What follows belongs to an exercise in optimizing a design on an open flow for small area; a production flow would make more cautious choices.
Function was checked by simulation only, so behaviour that the tests miss may differ from the original.

build 43:
## Lab1
module Lab1(
	input CLOCK_50,
	input RST,
	input KEY0,
	input [17:0] SW,
	output [6:0] HEX0,
	output [6:0] HEX1,
	output [6:0] HEX2
);
Settings: LEC_CHECK=0, CAP_MARGIN=20, CORE_MARGIN=2, CORE_UTILIZATION=40, SLEW_MARGIN=20, SYNTH_HIERARCHICAL=1, SYNTH_MINIMUM_KEEP_SIZE=0; clock period 160.0 ns.
standard.sh (not shown) runs the stock make flow with config.mk's settings and CLKGATE_MAP_FILE= SYNTH_SCRIPT=/design/flow/synth_recipe.tcl, a recipe that flattens the netlist after the stock synthesis.
==> flow/flow/run.sh <==
#!/bin/bash
# Standard layout with three changes:
# 1. after the standard synthesis (standard.sh; its ABC step is told that the design's
#    inputs are driven by buf_8 cells, so it does not buffer them), three parts of the logic are
#    remapped for area: the logic that does not feed the HEX outputs (the generator's next-state
#    logic), the last few levels of logic before the outputs (the seven-segment decoder), and the
#    restoring first stages of the divider (the logic feeding the first non-restoring stage).
#    yosys turns those cells back into logic and maps it again with an area-oriented ABC script.
#    Every flip-flop, the tie cells, the full adders outside the restoring stages, and the rest
#    of the logic feeding the outputs (the non-restoring divider stages), stay as synthesized;
# 2. port buffers are buf_1 instead of the default buffer cell;
# 3. clock tree from clkbuf_4/clkbuf_8 buffers, without dummy loads.
set -euo pipefail
W=$PWD
R=$W/orfs/results/$FLOW_PLATFORM/Lab1/base
LIB=$FLOW_HOME/platforms/$FLOW_PLATFORM/lib/sky130_fd_sc_hd__tt_025C_1v80.lib
YOSYS=$FLOW_HOME/../tools/install/yosys/bin/yosys

bash standard.sh ABC_DRIVER_CELL=sky130_fd_sc_hd__buf_8 "$R/1_2_yosys.v" > $W/flow_synth.log 2>&1
cp "$R/1_2_yosys.v" $W/std_1_2_yosys.v

python3 $W/flow/comb_lib.py "$LIB" $W/comb.lib > $W/comb_lib.log 2>&1
cat > $W/remap.ys <<EOF
read_liberty -lib $LIB
read_verilog $W/std_1_2_yosys.v
hierarchy -check -top $FLOW_TOP
select -set outcone o:* %ci*:-sky130_fd_sc_hd__dfxtp_1[D,CLK]
select -set near o:* %ci14
select -set rtop w:top0.rem0.ns[7].st.bit_*.u.a w:top0.rem0.q[7][6] %ci*:-sky130_fd_sc_hd__dfxtp_1[D,CLK]
select -set keep t:sky130_fd_sc_hd__dfxtp_1 t:sky130_fd_sc_hd__fa_1 t:sky130_fd_sc_hd__conb_1
select -set gen t:* @outcone %d @near %u @keep %d @rtop t:sky130_fd_sc_hd__dfxtp_1 %d %u
submod -name genlogic @gen
read_liberty -overwrite $W/comb.lib
flatten genlogic
opt_clean -purge genlogic
abc -liberty $LIB -dont_use *lpflow* -dont_use *probe* -script $W/flow/remap.abc genlogic
opt_clean -purge genlogic
read_liberty -lib -overwrite $LIB
flatten
opt_clean -purge
write_verilog -noattr $W/remap_raw.v
EOF
$YOSYS -s $W/remap.ys > $W/flow_remap.log 2>&1
$YOSYS -p "read_liberty -lib $LIB; read_verilog $W/remap_raw.v; hierarchy -check -top $FLOW_TOP; \
hilomap -singleton -hicell sky130_fd_sc_hd__conb_1 HI -locell sky130_fd_sc_hd__conb_1 LO; \
insbuf -buf sky130_fd_sc_hd__buf_1 A X; splitnets; opt_clean -purge; check -assert; \
stat -liberty $LIB; write_verilog -noattr -noexpr -nohex -nodec $W/remap.v" > $W/flow_remap2.log 2>&1
cp $W/remap.v "$R/1_2_yosys.v"

bash standard.sh \
  "BUFFER_PORTS_ARGS=-buffer_cell sky130_fd_sc_hd__buf_1" \
  "CTS_ARGS=-sink_clustering_enable -repair_clock_nets -dont_use_dummy_load -buf_list {sky130_fd_sc_hd__clkbuf_4 sky130_fd_sc_hd__clkbuf_8}" \
  finish > $W/flow_layout.log 2>&1
cmp -s $W/remap.v "$R/1_2_yosys.v" || { echo "synthesis result was rebuilt" >&2; exit 1; }
==> flow/flow/comb_lib.py <==
# Writes the platform library's combinational cells (no flip-flops, latches, tie, tap, fill or
# low-power cells) to a liberty file, for remapping logic.
import re, sys
src = open(sys.argv[1]).read()
m = re.search(r'\n\s*cell\s*\(', src)
header = src[:m.start()]
cell_re = re.compile(r'\n\s*cell\s*\(\s*"?(\w+)"?\s*\)\s*\{')
pos = m.start()
out = []
skip = ['__df', '__edf', '__sdf', '__dl', '__conb', '__tap', '__fill', '__decap',
        '__diode', '__probe', '__lpflow', '__macro', '__sdl', '__einv', '__ebuf']
while True:
    m = cell_re.search(src, pos)
    if not m:
        break
    depth = 0
    j = m.end() - 1
    while True:
        c = src[j]
        if c == '{':
            depth += 1
        elif c == '}':
            depth -= 1
            if depth == 0:
                break
        j += 1
    if not any(k in m.group(1) for k in skip):
        out.append(src[m.start():j + 1])
    pos = j + 1
open(sys.argv[2], 'w').write(header + ''.join(out) + '\n}\n')
Other scripts of this flow, unchanged in this note and not shown: flow/flow/remap.abc
Build 43 finished every stage and its layout cleared the timing, design-rule and antenna checks.
#### Input delta (build 38 over build 43)
-- flow/flow/run.sh --
<<< build 43, line 3
# 1. after the standard synthesis (standard.sh; its ABC step is told that the design's
#    inputs are driven by buf_8 cells, so it does not buffer them), three parts of the logic are
#    remapped for area: the logic that does not feed the HEX outputs (the generator's next-state
#    logic), the last few levels of logic before the outputs (the seven-segment decoder), and the
#    restoring first stages of the divider (the logic feeding the first non-restoring stage).
#    yosys turns those cells back into logic and maps it again with an area-oriented ABC script.
#    Every flip-flop, the tie cells, the full adders outside the restoring stages, and the rest
#    of the logic feeding the outputs (the non-restoring divider stages), stay as synthesized;
>>> build 38, line 3
# 1. after the standard synthesis (standard.sh, unchanged), the logic that does not feed the
#    HEX outputs (the generator's next-state logic), and the last few levels of logic before the
#    outputs (the seven-segment decoder), are remapped for area: yosys turns those cells back into
#    logic and maps it again with an area-oriented ABC script; every flip-flop, full adder, half
#    adder and tie cell, and the rest of the logic feeding the outputs (the divider), stay as
#    synthesized;
<<< build 43, line 19
bash standard.sh ABC_DRIVER_CELL=sky130_fd_sc_hd__buf_8 "$R/1_2_yosys.v" > $W/flow_synth.log 2>&1
>>> build 38, line 17
bash standard.sh "$R/1_2_yosys.v" > $W/flow_synth.log 2>&1
<<< build 43, line 29
select -set rtop w:top0.rem0.ns[7].st.bit_*.u.a w:top0.rem0.q[7][6] %ci*:-sky130_fd_sc_hd__dfxtp_1[D,CLK]
select -set keep t:sky130_fd_sc_hd__dfxtp_1 t:sky130_fd_sc_hd__fa_1 t:sky130_fd_sc_hd__conb_1
select -set gen t:* @outcone %d @near %u @keep %d @rtop t:sky130_fd_sc_hd__dfxtp_1 %d %u
>>> build 38, line 27
select -set keep t:sky130_fd_sc_hd__dfxtp_1 t:sky130_fd_sc_hd__fa_1 t:sky130_fd_sc_hd__ha_1 t:sky130_fd_sc_hd__conb_1
select -set gen t:* @outcone %d @near %u @keep %d
-- flow/flow/comb_lib.py --
<<< build 43, line 1
# Writes the platform library's combinational cells (no flip-flops, latches, tie, tap, fill or
# low-power cells) to a liberty file, for remapping logic.
>>> build 38, line 1
# Writes the platform library's combinational cells (no flip-flops, latches, full or half
# adders, tie, tap, fill or low-power cells) to a liberty file, for remapping the glue logic.
<<< build 43, line 10
skip = ['__df', '__edf', '__sdf', '__dl', '__conb', '__tap', '__fill', '__decap',
>>> build 38, line 10
skip = ['__df', '__edf', '__sdf', '__dl', '__fa_', '__ha_', '__conb', '__tap', '__fill', '__decap',
Results
Build 38 completed end to end with timing, DRC and antenna clean. Having completed the whole flow, build 43 delivered a layout that passed the timing, design-rule and antenna checks. Build 38 ended up with HEX0[1] as its end point of the critical path; build 43 ended up with HEX1[0]. Relative to build 43, instance area after placement increased by about 6% in build 38. In build 38, average vias per placed instance is lower than in build 43. In build 38 the met2 wire length turned out about 3% higher than in build 43.
Changes in build 12 relative to build 38:
-- flow/flow/run.sh --
<<< build 38, line 3
# 1. after the standard synthesis (standard.sh, unchanged), the logic that does not feed the
#    HEX outputs (the generator's next-state logic), and the last few levels of logic before the
#    outputs (the seven-segment decoder), are remapped for area: yosys turns those cells back into
#    logic and maps it again with an area-oriented ABC script; every flip-flop, full adder, half
#    adder and tie cell, and the rest of the logic feeding the outputs (the divider), stay as
>>> build 12, line 3
# 1. after the standard synthesis (standard.sh, unchanged), three parts of the logic are
#    remapped for area: the logic that does not feed the HEX outputs (the generator's next-state
#    logic), the last few levels of logic before the outputs (the seven-segment decoder), and the
#    restoring first stages of the divider (the logic feeding the first non-restoring stage).
#    yosys turns those cells back into logic and maps it again with an area-oriented ABC script.
#    Every flip-flop, the tie cells, the full and half adders outside the restoring stages, and
#    the rest of the logic feeding the outputs (the non-restoring divider stages), stay as
<<< build 38, line 27
>>> build 12, line 29
select -set rtop w:top0.rem0.ns[7].st.bit_*.u.a w:top0.rem0.q[7][6] %ci*:-sky130_fd_sc_hd__dfxtp_1[D,CLK]
<<< build 38, line 28
select -set gen t:* @outcone %d @near %u @keep %d
>>> build 12, line 31
select -set gen t:* @outcone %d @near %u @keep %d @rtop t:sky130_fd_sc_hd__dfxtp_1 %d %u
-- flow/flow/comb_lib.py --
<<< build 38, line 1
# Writes the platform library's combinational cells (no flip-flops, latches, full or half
# adders, tie, tap, fill or low-power cells) to a liberty file, for remapping the glue logic.
>>> build 12, line 1
# Writes the platform library's combinational cells (no flip-flops, latches, tie, tap, fill or
# low-power cells) to a liberty file, for remapping logic.
<<< build 38, line 10
skip = ['__df', '__edf', '__sdf', '__dl', '__fa_', '__ha_', '__conb', '__tap', '__fill', '__decap',
>>> build 12, line 10
skip = ['__df', '__edf', '__sdf', '__dl', '__conb', '__tap', '__fill', '__decap',
[summary]
- Relative to build 38, the wire length of build 12 is lower by 1700 µm.
- The number of filler cells placed in the layout number comes out lower for build 12 vs build 38.
- Number of clock sinks: build 12 vs build 38 identical
- Looking at build 38 and build 12, the global-route usage is a wash.
- Build 12 vs. build 38: routed length on met2 shrank by 9.6%.
#### Input delta (build 59 over build 12)
-- flow/flow/run.sh --
<<< build 12, line 3
# 1. after the standard synthesis (standard.sh, unchanged), three parts of the logic are
#    remapped for area: the logic that does not feed the HEX outputs (the generator's next-state
#    logic), the last few levels of logic before the outputs (the seven-segment decoder), and the
#    restoring first stages of the divider (the logic feeding the first non-restoring stage).
#    yosys turns those cells back into logic and maps it again with an area-oriented ABC script.
#    Every flip-flop, the tie cells, the full and half adders outside the restoring stages, and
#    the rest of the logic feeding the outputs (the non-restoring divider stages), stay as
>>> build 59, line 3
# 1. after the standard synthesis (standard.sh, unchanged), the logic that does not feed the
#    HEX outputs (the generator's next-state logic), the last few levels of logic before the
#    outputs (the seven-segment decoder) and the restoring first stages of the divider (the logic
#    feeding the first non-restoring stage's inputs), are remapped for area: yosys turns those cells back into
#    logic and maps it again with an area-oriented ABC script; every flip-flop, full adder, half
#    adder and tie cell, and the rest of the logic feeding the outputs (the non-restoring divider stages), stay as
<<< build 12, line 31
select -set gen t:* @outcone %d @near %u @keep %d @rtop t:sky130_fd_sc_hd__dfxtp_1 %d %u
>>> build 59, line 30
select -set gen t:* @outcone %d @near %u @rtop %u @keep %d
-- flow/flow/comb_lib.py --
<<< build 12, line 1
# Writes the platform library's combinational cells (no flip-flops, latches, tie, tap, fill or
# low-power cells) to a liberty file, for remapping logic.
>>> build 59, line 1
# Writes the platform library's combinational cells (no flip-flops, latches, full or half
# adders, tie, tap, fill or low-power cells) to a liberty file, for remapping the glue logic.
<<< build 12, line 10
skip = ['__df', '__edf', '__sdf', '__dl', '__conb', '__tap', '__fill', '__decap',
>>> build 59, line 10
skip = ['__df', '__edf', '__sdf', '__dl', '__fa_', '__ha_', '__conb', '__tap', '__fill', '__decap',
Notes after the runs:
Build 12 finished end to end and its layout was clean on timing, DRC and antenna.
Build 59 finished every stage and its layout cleared the timing, design-rule and antenna checks.
Library cell contributing the largest single delay on the critical path: a22oi_1 -> build 12, fa_1 -> build 59
Per the comparison of build 59 with build 12, synthesized area increased 200 µm², largest stage delay on the critical path went down 90 ps, worst-case setup margin in the final layout decreased 1330 ps, area overhead of the layout relative to synthesis saw an increase.
Edits applied to the flow inputs when going from build 59 to build 33:
-- flow/flow/run.sh --
<<< build 59, line 3
# 1. after the standard synthesis (standard.sh, unchanged), the logic that does not feed the
#    HEX outputs (the generator's next-state logic), the last few levels of logic before the
#    outputs (the seven-segment decoder) and the restoring first stages of the divider (the logic
#    feeding the first non-restoring stage's inputs), are remapped for area: yosys turns those cells back into
#    logic and maps it again with an area-oriented ABC script; every flip-flop, full adder, half
#    adder and tie cell, and the rest of the logic feeding the outputs (the non-restoring divider stages), stay as
#    synthesized;
>>> build 33, line 3
# 1. after the standard synthesis (standard.sh, unchanged), three parts of the logic are
#    remapped for area: the logic that does not feed the HEX outputs (the generator's next-state
#    logic), the last few levels of logic before the outputs (the seven-segment decoder), and the
#    restoring first stages of the divider (the logic feeding the first non-restoring stage).
#    yosys turns those cells back into logic and maps it again with an area-oriented ABC script.
#    Every flip-flop, the tie cells, the full adders outside the restoring stages, and the rest
#    of the logic feeding the outputs (the non-restoring divider stages), stay as synthesized;
<<< build 59, line 29
select -set keep t:sky130_fd_sc_hd__dfxtp_1 t:sky130_fd_sc_hd__fa_1 t:sky130_fd_sc_hd__ha_1 t:sky130_fd_sc_hd__conb_1
select -set gen t:* @outcone %d @near %u @rtop %u @keep %d
>>> build 33, line 29
select -set keep t:sky130_fd_sc_hd__dfxtp_1 t:sky130_fd_sc_hd__fa_1 t:sky130_fd_sc_hd__conb_1
select -set gen t:* @outcone %d @near %u @keep %d @rtop t:sky130_fd_sc_hd__dfxtp_1 %d %u
-- flow/flow/comb_lib.py --
<<< build 59, line 1
# Writes the platform library's combinational cells (no flip-flops, latches, full or half
# adders, tie, tap, fill or low-power cells) to a liberty file, for remapping the glue logic.
>>> build 33, line 1
# Writes the platform library's combinational cells (no flip-flops, latches, tie, tap, fill or
# low-power cells) to a liberty file, for remapping logic.
<<< build 59, line 10
skip = ['__df', '__edf', '__sdf', '__dl', '__fa_', '__ha_', '__conb', '__tap', '__fill', '__decap',
>>> build 33, line 10
skip = ['__df', '__edf', '__sdf', '__dl', '__conb', '__tap', '__fill', '__decap',
[summary]
Higher share of the clock period used by the worst path goes to build 59 over build 33. There was hardly any difference in number of instances in the synthesized netlist between build 33 and build 59. Build 33 against build 59: critical path depth went down about 3.3%; worst endpoint data arrival time now smaller; total wirelength of the detailed-routed design fell by about 3.3%; final cell area excluding filler cells now sits lower. The cell with the largest stage delay on the worst path comes out fa_1 in one run and xnor3_1 in the other, namely in build 59 and build 33 respectively. Summary of build 33 over build 59: via count shows an increase of 1.1%; core utilization decreased by 0.39 points relative to the old numbers; site row count lost 1.
The following lists how build 18 was set up differently from build 33:
-- flow/flow/run.sh --
<<< build 33, line 3
# 1. after the standard synthesis (standard.sh, unchanged), three parts of the logic are
#    remapped for area: the logic that does not feed the HEX outputs (the generator's next-state
#    logic), the last few levels of logic before the outputs (the seven-segment decoder), and the
#    restoring first stages of the divider (the logic feeding the first non-restoring stage).
#    yosys turns those cells back into logic and maps it again with an area-oriented ABC script.
#    Every flip-flop, the tie cells, the full adders outside the restoring stages, and the rest
#    of the logic feeding the outputs (the non-restoring divider stages), stay as synthesized;
>>> build 18, line 3
# 1. after the standard synthesis (standard.sh, unchanged), the logic that does not feed the
#    HEX outputs (the generator's next-state logic), and the last few levels of logic before the
#    outputs (the seven-segment decoder), are remapped for area: yosys turns those cells back into
#    logic and maps it again with an area-oriented ABC script; every flip-flop, full adder, half
#    adder and tie cell, and the rest of the logic feeding the outputs (the divider), stay as
#    synthesized;
<<< build 33, line 28
select -set rtop w:top0.rem0.ns[7].st.bit_*.u.a w:top0.rem0.q[7][6] %ci*:-sky130_fd_sc_hd__dfxtp_1[D,CLK]
select -set keep t:sky130_fd_sc_hd__dfxtp_1 t:sky130_fd_sc_hd__fa_1 t:sky130_fd_sc_hd__conb_1
select -set gen t:* @outcone %d @near %u @keep %d @rtop t:sky130_fd_sc_hd__dfxtp_1 %d %u
>>> build 18, line 27
select -set keep t:sky130_fd_sc_hd__dfxtp_1 t:sky130_fd_sc_hd__fa_1 t:sky130_fd_sc_hd__ha_1 t:sky130_fd_sc_hd__conb_1
select -set gen t:* @outcone %d @near %u @keep %d
<<< build 33, line 51
  "CTS_ARGS=-sink_clustering_enable -repair_clock_nets -dont_use_dummy_load -buf_list {sky130_fd_sc_hd__clkbuf_4 sky130_fd_sc_hd__clkbuf_8}" \
>>> build 18, line 49
  "CTS_ARGS=-sink_clustering_enable -repair_clock_nets -dont_use_dummy_load -sink_clustering_size 20 -sink_clustering_max_diameter 150 -buf_list {sky130_fd_sc_hd__clkbuf_4 sky130_fd_sc_hd__clkbuf_8}" \
-- flow/flow/comb_lib.py --
<<< build 33, line 1
# Writes the platform library's combinational cells (no flip-flops, latches, tie, tap, fill or
# low-power cells) to a liberty file, for remapping logic.
>>> build 18, line 1
# Writes the platform library's combinational cells (no flip-flops, latches, full or half
# adders, tie, tap, fill or low-power cells) to a liberty file, for remapping the glue logic.
<<< build 33, line 10
skip = ['__df', '__edf', '__sdf', '__dl', '__conb', '__tap', '__fill', '__decap',
>>> build 18, line 10
skip = ['__df', '__edf', '__sdf', '__dl', '__fa_', '__ha_', '__conb', '__tap', '__fill', '__decap',
Findings:
- Layout overhead on the synthesized area for build 18: 1.7 points up relative to build 33
- Re clock period minus worst slack: build 18 is 1480 ps up on build 33.
- Wire length after detailed routing grows by a few percent when moving from build 33 to build 18.
- Build 18 against build 33: via count now sits higher; total length of routed met2 wires now sits higher.

port drivers added, routing unchanged:
In the flow no input, the clock included, has a driving cell. The finished layouts below were timed again as built, in two steps. Step 1, drivers: a clkbuf_16 drives CLOCK_50 and a buf_2 each remaining input, both assumed. Step 2 times the ports against the registers' clock, not the clock port: input delays grow and output delays shrink by t, the midpoint of the rising clock arrivals with the driver on. Slacks: ideal / step 1 / step 2; pairs: ideal / step 1.
run	t, ns	setup slack, ns	pins driven straight from the clock port
build 43	0.453	3.778 / 3.757 / 3.757	1
build 38	0.439	3.472 / 3.451 / 3.451	1
build 12	0.441	5.343 / 5.322 / 5.322	1
build 59	0.454	4.015 / 3.988 / 3.988	1
build 33	0.448	4.957 / 4.934 / 4.934	1
build 18	0.439	3.472 / 3.451 / 3.451	1
After both steps every run listed still meets setup and hold. The setup slack of build 59, which loses most, moves by -0.027 ns with the drivers and by -0.027 ns with both steps.
